From an optimization exercise on the open Yosys and OpenROAD flow, aimed at small area, a short achievable clock period and few clock cycles per item; shortcuts taken in it are not production practice. Where RTL was checked, it was by simulation tests only, not by an equivalence proof against the original. No activity file was given, so power comes from the tool's default toggle rates.

Design AuctionSearch, start of the top module:
module AuctionSearch(
  input         clock,
  input         reset,
  output        io_rewardIn_0_ready,
  input         io_rewardIn_0_valid,
  input  [7:0]  io_rewardIn_0_reward,
  input  [10:0] io_rewardIn_0_idx,
  input         io_rewardIn_0_last,
  output [10:0] io_agentIdx_0,
  input  [7:0]  io_price_0,
  output        io_rewardIn_1_ready,
  input         io_rewardIn_1_valid,
  input  [7:0]  io_rewardIn_1_reward,
  input  [10:0] io_rewardIn_1_idx,
  output [10:0] io_agentIdx_1,
  input  [7:0]  io_price_1,
  output        io_rewardIn_2_ready,
  input         io_rewardIn_2_valid,
  input  [7:0]  io_rewardIn_2_reward,
  input  [10:0] io_rewardIn_2_idx,
  output [10:0] io_agentIdx_2,
  input  [7:0]  io_price_2,
  output        io_rewardIn_3_ready,
  input         io_rewardIn_3_valid,
  input  [7:0]  io_rewardIn_3_reward,
  input  [10:0] io_rewardIn_3_idx,
  output [10:0] io_agentIdx_3,
  input  [7:0]  io_price_3,
  output        io_rewardIn_4_ready,
  input         io_rewardIn_4_valid,
  input  [7:0]  io_rewardIn_4_reward,
  input  [10:0] io_rewardIn_4_idx,
  output [10:0] io_agentIdx_4,
  input  [7:0]  io_price_4,
  output        io_rewardIn_5_ready,
  input         io_rewardIn_5_valid,
  input  [7:0]  io_rewardIn_5_reward,
  input  [10:0] io_rewardIn_5_idx,
  output [10:0] io_agentIdx_5,
  input  [7:0]  io_price_5,
  output        io_rewardIn_6_ready,
  input         io_rewardIn_6_valid,
  input  [7:0]  io_rewardIn_6_reward,
  input  [10:0] io_rewardIn_6_idx,
  output [10:0] io_agentIdx_6,
  input  [7:0]  io_price_6,
  output        io_rewardIn_7_ready,
  input         io_rewardIn_7_valid,
  input  [7:0]  io_rewardIn_7_reward,
  input  [10:0] io_rewardIn_7_idx,
  output [10:0] io_agentIdx_7,
  input  [7:0]  io_price_7,
  input         io_resultOut_ready,
  output        io_resultOut_valid,
  output [10:0] io_resultOut_winner,
  output [7:0]  io_resultOut_bid
);
  wire        ready;
  wire        fire;
  wire [63:0] ben, nben, reward, id;
  assign io_rewardIn_0_ready = ready;
  assign io_rewardIn_1_ready = ready;
  assign io_rewardIn_2_ready = ready;
  assign io_rewardIn_3_ready = ready;
  assign io_rewardIn_4_ready = ready;
  assign io_rewardIn_5_ready = ready;
  assign io_rewardIn_6_ready = ready;
  assign io_rewardIn_7_ready = ready;
  ProcessingElement pes_0 (
    .clock(clock),
  ...
==> module Benefit8, before the edit <==
module Benefit8(
  input  [7:0] r,
  input        v,
  input  [7:0] p,
  output [7:0] b,
  output [7:0] nb
);
  wire [7:0] nr, g0, t0, h;
  wire [7:0] ng1, nt1, g2, t2, ng3;
  genvar k;
  generate
    for (k = 0; k < 8; k = k + 1) begin : bt
      GInv  inr (.a(r[k]), .y(nr[k]));
      GNor2  ug (.a(nr[k]), .b(p[k]), .y(g0[k]));
      GNand2 ut (.a(nr[k]), .b(p[k]), .y(t0[k]));
      GNor2b uh (.a(g0[k]), .bn(t0[k]), .y(h[k]));       
    end
    GInv l1z (.a(t0[0]), .y(ng1[0]));
    assign nt1[0] = 1'b1;   
    for (k = 1; k < 8; k = k + 1) begin : l1
      if (k == 1) begin : c
        GAoi21 ug (.a1(t0[1]), .a2(t0[0]), .b1(g0[1]), .y(ng1[1]));
      end else begin : n
        GAoi21 ug (.a1(t0[k]), .a2(g0[k-1]), .b1(g0[k]), .y(ng1[k]));
      end
      GNand2 ut (.a(t0[k]), .b(t0[k-1]), .y(nt1[k]));
    end
    for (k = 0; k < 8; k = k + 1) begin : l2
      if (k < 2) begin : c
        GInv ug (.a(ng1[k]), .y(g2[k]));
        assign t2[k] = 1'b0;   
      end else begin : n
        GOai21 ug (.a1(nt1[k]), .a2(ng1[k-2]), .b1(ng1[k]), .y(g2[k]));
        if (k >= 4) begin : t
          GNor2 ut (.a(nt1[k]), .b(nt1[k-2]), .y(t2[k]));
        end else begin : nt
          assign t2[k] = 1'b0;   
        end
      end
    end
    for (k = 0; k < 8; k = k + 1) begin : l3
      if (k < 4) begin : c
        GInv ug (.a(g2[k]), .y(ng3[k]));
      end else begin : n
        GAoi21 ug (.a1(t2[k]), .a2(g2[k-4]), .b1(g2[k]), .y(ng3[k]));
      end
    end
  endgenerate
  wire nv, pos, pos2;
  GInv  iv (.a(v), .y(nv));
  GNor2 up (.a(ng3[7]), .b(nv), .y(pos));
  GNor2 uq (.a(ng3[7]), .b(nv), .y(pos2));
  wire [7:0] d;
  GInv  d0 (.a(h[0]), .y(d[0]));
  generate
    for (k = 1; k < 8; k = k + 1) begin : s
      GXnor2 ux (.a(h[k]), .b(ng3[k-1]), .y(d[k]));
    end
    for (k = 0; k < 8; k = k + 1) begin : m
      GAnd2  ub (.a(d[k]), .b(pos), .y(b[k]));
      GNand2 un (.a(d[k]), .b(pos2), .y(nb[k]));
    end
  endgenerate
endmodule
==> module Diff8, before the edit <==
module Diff8(
  input  [7:0] r,
  input  [7:0] p,
  output [7:0] d
);
  wire [7:0] nr, g0, t0, h;
  wire [7:0] ng1, nt1, g2, t2, ng3;
  genvar k;
  generate
    for (k = 0; k < 8; k = k + 1) begin : bt
      GInv  inr (.a(r[k]), .y(nr[k]));
      GNor2  ug (.a(nr[k]), .b(p[k]), .y(g0[k]));
      GNand2 ut (.a(nr[k]), .b(p[k]), .y(t0[k]));
      GNor2b uh (.a(g0[k]), .bn(t0[k]), .y(h[k]));       
    end
    GInv l1z (.a(t0[0]), .y(ng1[0]));
    assign nt1[0] = 1'b1;   
    for (k = 1; k < 8; k = k + 1) begin : l1
      if (k == 1) begin : c
        GAoi21 ug (.a1(t0[1]), .a2(t0[0]), .b1(g0[1]), .y(ng1[1]));
      end else begin : n
        GAoi21 ug (.a1(t0[k]), .a2(g0[k-1]), .b1(g0[k]), .y(ng1[k]));
      end
      GNand2 ut (.a(t0[k]), .b(t0[k-1]), .y(nt1[k]));
    end
    for (k = 0; k < 8; k = k + 1) begin : l2
      if (k < 2) begin : c
        GInv ug (.a(ng1[k]), .y(g2[k]));
        assign t2[k] = 1'b0;   
      end else begin : n
        GOai21 ug (.a1(nt1[k]), .a2(ng1[k-2]), .b1(ng1[k]), .y(g2[k]));
        if (k >= 4) begin : t
          GNor2 ut (.a(nt1[k]), .b(nt1[k-2]), .y(t2[k]));
        end else begin : nt
          assign t2[k] = 1'b0;   
        end
      end
    end
    for (k = 0; k < 8; k = k + 1) begin : l3
      if (k < 4) begin : c
        GInv ug (.a(g2[k]), .y(ng3[k]));
      end else begin : n
        GAoi21 ug (.a1(t2[k]), .a2(g2[k-4]), .b1(g2[k]), .y(ng3[k]));
      end
    end
  endgenerate
  GInv  d0 (.a(h[0]), .y(d[0]));
  generate
    for (k = 1; k < 8; k = k + 1) begin : s
      GXnor2 ux (.a(h[k]), .b(ng3[k-1]), .y(d[k]));
    end
  endgenerate
endmodule
==> module GOr3, before the edit <==
module GOr3(input a, input b, input c, output y); assign y = a | b | c; endmodule
==> module GNor2b, before the edit <==
module GNor2b(input a, input bn, output y); assign y = ~(a | ~bn); endmodule
==> module Win9, before the edit <==
module Win9(input [8:0] nb, output y0, output y1, output y2);
  wire a, b, c;
  GNand3 ua (.a(nb[0]), .b(nb[1]), .c(nb[2]), .y(a));
  GNand3 ub (.a(nb[3]), .b(nb[4]), .c(nb[5]), .y(b));
  GNand3 uc (.a(nb[6]), .b(nb[7]), .c(nb[8]), .y(c));
  GNor3  o0 (.a(a), .b(b), .c(c), .y(y0));
  GNor3  o1 (.a(a), .b(b), .c(c), .y(y1));
  GNor3  o2 (.a(a), .b(b), .c(c), .y(y2));
endmodule
==> module One9, before the edit <==
module One9(input [8:0] nb, output y);
  wire [3:0] nn2, o2, no2;
  wire [1:0] one4, none4;
  wire none8n, one8n, nb8n;
  genvar k;
  generate
    for (k = 0; k < 4; k = k + 1) begin : l1
      GNand2 un (.a(nb[2*k]), .b(nb[2*k+1]), .y(nn2[k]));    
      GXnor2 uo (.a(nb[2*k]), .b(nb[2*k+1]), .y(no2[k]));    
    end
    for (k = 0; k < 2; k = k + 1) begin : l2
      GOai22 uo (.a1(no2[2*k]), .a2(nn2[2*k+1]), .b1(nn2[2*k]), .b2(no2[2*k+1]), .y(one4[k]));
      GNor2  un (.a(nn2[2*k]), .b(nn2[2*k+1]), .y(none4[k]));
    end
  endgenerate
  GAoi22 l3o (.a1(one4[0]), .a2(none4[1]), .b1(none4[0]), .b2(one4[1]), .y(one8n));
  GNand2 l3n (.a(none4[0]), .b(none4[1]), .y(none8n));
  GInv   i8  (.a(nb[8]), .y(nb8n));
  GOai22 l4  (.a1(one8n), .a2(nb8n), .b1(none8n), .b2(nb[8]), .y(y));
endmodule
==> module Sel10, before the edit <==
module Sel10(
  input  [79:0] v,
  input  [9:0]  s,
  output reg [7:0] y
);
  integer i;
  always @* begin
    y = 8'd0;
    for (i = 0; i < 10; i = i + 1)
      y = y | ({8{s[i]}} & v[8*i +: 8]);
  end
endmodule
==> flow/config.mk <==
export PLATFORM = sky130hd
export DESIGN_NAME = AuctionSearch
export DESIGN_NICKNAME = AuctionSearch
export VERILOG_FILES = /design/flow/design.v
export SDC_FILE = /design/flow/constraint.sdc
export NUM_CORES = 4
export LEC_CHECK = 0
export CAP_MARGIN = 20
export CORE_MARGIN = 2
export CORE_UTILIZATION = 40
export GPL_TIMING_DRIVEN = 0
export PLACE_DENSITY = 0.6
export SETUP_SLACK_MARGIN = 0.1
export SLEW_MARGIN = 20
export SYNTH_HIERARCHICAL = 1
export TNS_END_PERCENT = 10
==> flow/constraint.sdc <==
create_clock -name core_clock -period 4.0 [get_ports {clock}]
set_input_delay 0.8000 -clock core_clock [delete_from_list [all_inputs] [get_ports {clock}]]
set_output_delay 0.8000 -clock core_clock [all_outputs]
set_load 0.01 [all_outputs]
standard.sh (not shown) runs the stock make flow with config.mk's settings and CLKGATE_MAP_FILE= SYNTH_SCRIPT=/design/flow/synth_recipe.tcl, a recipe that flattens the netlist after the stock synthesis.
==> flow/flow/run.sh <==
#!/bin/bash
# The standard layout (standard.sh), with two changes:
# - plain buf_1 buffers on the ports instead of the flow's default choice (a
#   delay cell); every port still gets its own buffer;
# - after synthesis, every combinational cell is set to the smallest drive of
#   its kind (flow/downsize.tcl); the flow's resizing sizes up what timing needs.
# Each tool's full output goes to a log of its own here; ORFS's per-step logs
# are under orfs/logs/.
set -euo pipefail
export BUFFER_PORTS_ARGS="-buffer_cell sky130_fd_sc_hd__buf_1"
bash standard.sh synth > standard_synth.log 2>&1
export SYNTH_ODB=orfs/results/${FLOW_PLATFORM}/AuctionSearch/base/1_synth.odb
openroad -no_init -exit flow/downsize.tcl > downsize.log 2>&1
touch orfs/results/${FLOW_PLATFORM}/AuctionSearch/base/1_synth.sdc
bash standard.sh > standard.log 2>&1
==> flow/flow/downsize.tcl <==
# Set every combinational cell of the synthesized netlist to the smallest
# drive of its kind (same function and footprint); placement's and timing
# repair's resizing then sizes up what the timing needs. Registers, tie cells
# and delay cells are left as synthesis made them.
read_db $::env(SYNTH_ODB)
set db [ord::get_db]
set block [ord::get_db_block]
set swapped 0
set saved 0.0
foreach inst [$block getInsts] {
  set m [$inst getMaster]
  set name [$m getName]
  if {![regexp {^(sky130_fd_sc_hd__([a-z0-9]+))_([0-9]+)$} $name -> base kind n]} { continue }
  if {[regexp {^(df|edf|sdf|dl|conb|tap|fill|decap|clkdly|dlygate|dlymetal|probe|lpflow|ebuf|einv)} $kind]} { continue }
  set best $m
  foreach s {0 1 2} {
    set c [$db findMaster ${base}_$s]
    if {$c ne "NULL" && [$c getWidth] < [$best getWidth]} { set best $c }
  }
  if {$best ne $m} {
    set saved [expr {$saved + ([$m getWidth] - [$best getWidth]) * [$m getHeight] / 1e6}]
    $inst swapMaster $best
    incr swapped
  }
}
puts "downsize: swapped $swapped cells, [format %.1f $saved] um2 less"
write_db $::env(SYNTH_ODB)
Change:
--- a/flow/design.v
+++ b/flow/design.v
@@ -36,11 +36,11 @@
   generate
     for (k = 0; k < 8; k = k + 1) begin : bt
       GInv  inr (.a(r[k]), .y(nr[k]));
       GNor2  ug (.a(nr[k]), .b(p[k]), .y(g0[k]));
       GNand2 ut (.a(nr[k]), .b(p[k]), .y(t0[k]));
-      GNor2b uh (.a(g0[k]), .bn(t0[k]), .y(h[k]));       
+      GXnor2 uh (.a(r[k]), .b(p[k]), .y(h[k]));
     end
     GInv l1z (.a(t0[0]), .y(ng1[0]));
     assign nt1[0] = 1'b1;   
     for (k = 1; k < 8; k = k + 1) begin : l1
       if (k == 1) begin : c
@@ -98,11 +98,11 @@
   generate
     for (k = 0; k < 8; k = k + 1) begin : bt
       GInv  inr (.a(r[k]), .y(nr[k]));
       GNor2  ug (.a(nr[k]), .b(p[k]), .y(g0[k]));
       GNand2 ut (.a(nr[k]), .b(p[k]), .y(t0[k]));
-      GNor2b uh (.a(g0[k]), .bn(t0[k]), .y(h[k]));       
+      GXnor2 uh (.a(r[k]), .b(p[k]), .y(h[k]));
     end
     GInv l1z (.a(t0[0]), .y(ng1[0]));
     assign nt1[0] = 1'b1;   
     for (k = 1; k < 8; k = k + 1) begin : l1
       if (k == 1) begin : c
@@ -213,28 +213,17 @@
 module GNand3(input a, input b, input c, output y); assign y = ~(a & b & c); endmodule
 module GNor3(input a, input b, input c, output y); assign y = ~(a | b | c); endmodule
 module GNor4(input a, input b, input c, input d, output y); assign y = ~(a | b | c | d); endmodule
 module GNand4(input a, input b, input c, input d, output y); assign y = ~(a & b & c & d); endmodule
 module GMux2(input a, input b, input s, output y); assign y = s ? b : a; endmodule
-module GOr3(input a, input b, input c, output y); assign y = a | b | c; endmodule
 module GAo22(input a1, input a2, input b1, input b2, output y); assign y = (a1 & a2) | (b1 & b2); endmodule
-module GNor2b(input a, input bn, output y); assign y = ~(a | ~bn); endmodule
 module GXor2(input a, input b, output y); assign y = a ^ b; endmodule
 module GXnor2(input a, input b, output y); assign y = ~(a ^ b); endmodule
 module GAoi21(input a1, input a2, input b1, output y); assign y = ~((a1 & a2) | b1); endmodule
 module GOai21(input a1, input a2, input b1, output y); assign y = ~((a1 | a2) & b1); endmodule
 module GAoi22(input a1, input a2, input b1, input b2, output y); assign y = ~((a1 & a2) | (b1 & b2)); endmodule
 module GOai22(input a1, input a2, input b1, input b2, output y); assign y = ~((a1 | a2) & (b1 | b2)); endmodule
-module Win9(input [8:0] nb, output y0, output y1, output y2);
-  wire a, b, c;
-  GNand3 ua (.a(nb[0]), .b(nb[1]), .c(nb[2]), .y(a));
-  GNand3 ub (.a(nb[3]), .b(nb[4]), .c(nb[5]), .y(b));
-  GNand3 uc (.a(nb[6]), .b(nb[7]), .c(nb[8]), .y(c));
-  GNor3  o0 (.a(a), .b(b), .c(c), .y(y0));
-  GNor3  o1 (.a(a), .b(b), .c(c), .y(y1));
-  GNor3  o2 (.a(a), .b(b), .c(c), .y(y2));
-endmodule
 module Win8(input [7:0] nb, output y0, output y1, output y2);
   wire a, b, c;
   GNand3 ua (.a(nb[0]), .b(nb[1]), .c(nb[2]), .y(a));
   GNand3 ub (.a(nb[3]), .b(nb[4]), .c(nb[5]), .y(b));
   GNand2 uc (.a(nb[6]), .b(nb[7]), .y(c));
@@ -295,30 +284,10 @@
     for (k = 0; k < 8; k = k + 1) begin : b
       GInv u (.a(a[k]), .y(y[k]));
     end
   endgenerate
 endmodule
-module One9(input [8:0] nb, output y);
-  wire [3:0] nn2, o2, no2;
-  wire [1:0] one4, none4;
-  wire none8n, one8n, nb8n;
-  genvar k;
-  generate
-    for (k = 0; k < 4; k = k + 1) begin : l1
-      GNand2 un (.a(nb[2*k]), .b(nb[2*k+1]), .y(nn2[k]));    
-      GXnor2 uo (.a(nb[2*k]), .b(nb[2*k+1]), .y(no2[k]));    
-    end
-    for (k = 0; k < 2; k = k + 1) begin : l2
-      GOai22 uo (.a1(no2[2*k]), .a2(nn2[2*k+1]), .b1(nn2[2*k]), .b2(no2[2*k+1]), .y(one4[k]));
-      GNor2  un (.a(nn2[2*k]), .b(nn2[2*k+1]), .y(none4[k]));
-    end
-  endgenerate
-  GAoi22 l3o (.a1(one4[0]), .a2(none4[1]), .b1(none4[0]), .b2(one4[1]), .y(one8n));
-  GNand2 l3n (.a(none4[0]), .b(none4[1]), .y(none8n));
-  GInv   i8  (.a(nb[8]), .y(nb8n));
-  GOai22 l4  (.a1(one8n), .a2(nb8n), .b1(none8n), .b2(nb[8]), .y(y));
-endmodule
 module One8e(input [7:0] nb, input en, output y);
   wire [3:0] nn2, no2;
   wire [1:0] one4, none4;
   wire one8n, nen;
   genvar k;
@@ -343,22 +312,10 @@
   GNand3 uc (.a(v[6]), .b(v[7]), .c(en), .y(c));
   GNor3  o0 (.a(a), .b(b), .c(c), .y(y0));
   GNor3  o1 (.a(a), .b(b), .c(c), .y(y1));
   GNor3  o2 (.a(a), .b(b), .c(c), .y(y2));
 endmodule
-module Sel10(
-  input  [79:0] v,
-  input  [9:0]  s,
-  output reg [7:0] y
-);
-  integer i;
-  always @* begin
-    y = 8'd0;
-    for (i = 0; i < 10; i = i + 1)
-      y = y | ({8{s[i]}} & v[8*i +: 8]);
-  end
-endmodule
 module BidPart(
   input  [7:0] best,
   input  [7:0] second,
   input  [7:0] reward,
   output [7:0] d
Outcome:
- The new run produced a clean layout
- utilization fell by 0.40 points
- routed wire length goes down by 0.96%
- synthesized area rose by 0.87%
- design area goes down by 0.33%
- via count is about the same
- global-route usage goes down by 0.14 points
- die area grows by 0.86%
- cell count falls by 0.68%
- worst setup slack improved by 0.055 ns
- total power goes up by 3.6%
- synthesized cell count decreases by 0.55%
- non-clock buffer count came out lower by 10
Testbench counts after the change, summed over its fixed seeds: cycles 31,933, rounds 5,813.
For the first run of this note, only the layout was checked, not whether the RTL still works.

what the ideal ports hide:
How much do the figures lean on ideal ports? The routed layouts below were timed once more, with nothing changed but the port constraints.
Step 1: set_driving_cell puts a clkbuf_16 on clock and a buf_2 on each other input, an assumption about the parent block.
Step 2, shift: input delay + t, output delay - t, t = (earliest + latest rising clock arrival at the registers) / 2. This alone moves slack from input paths to output paths.
Slacks: ideal / step 1 / step 2; pairs: ideal / step 1.
run	t (ns)	setup slack, ns	worst data-port slew with drivers (ns)
the first run	0.519	0.089 / 0.042 / -0.382	0.05
the second run	0.544	0.144 / 0.096 / -0.346	0.06
Met with ideal ports but missed after step 2: setup timing in the first run and the second run. The setup slack of the second run, which loses most, moves by -0.048 ns with the drivers and by -0.490 ns with both steps.
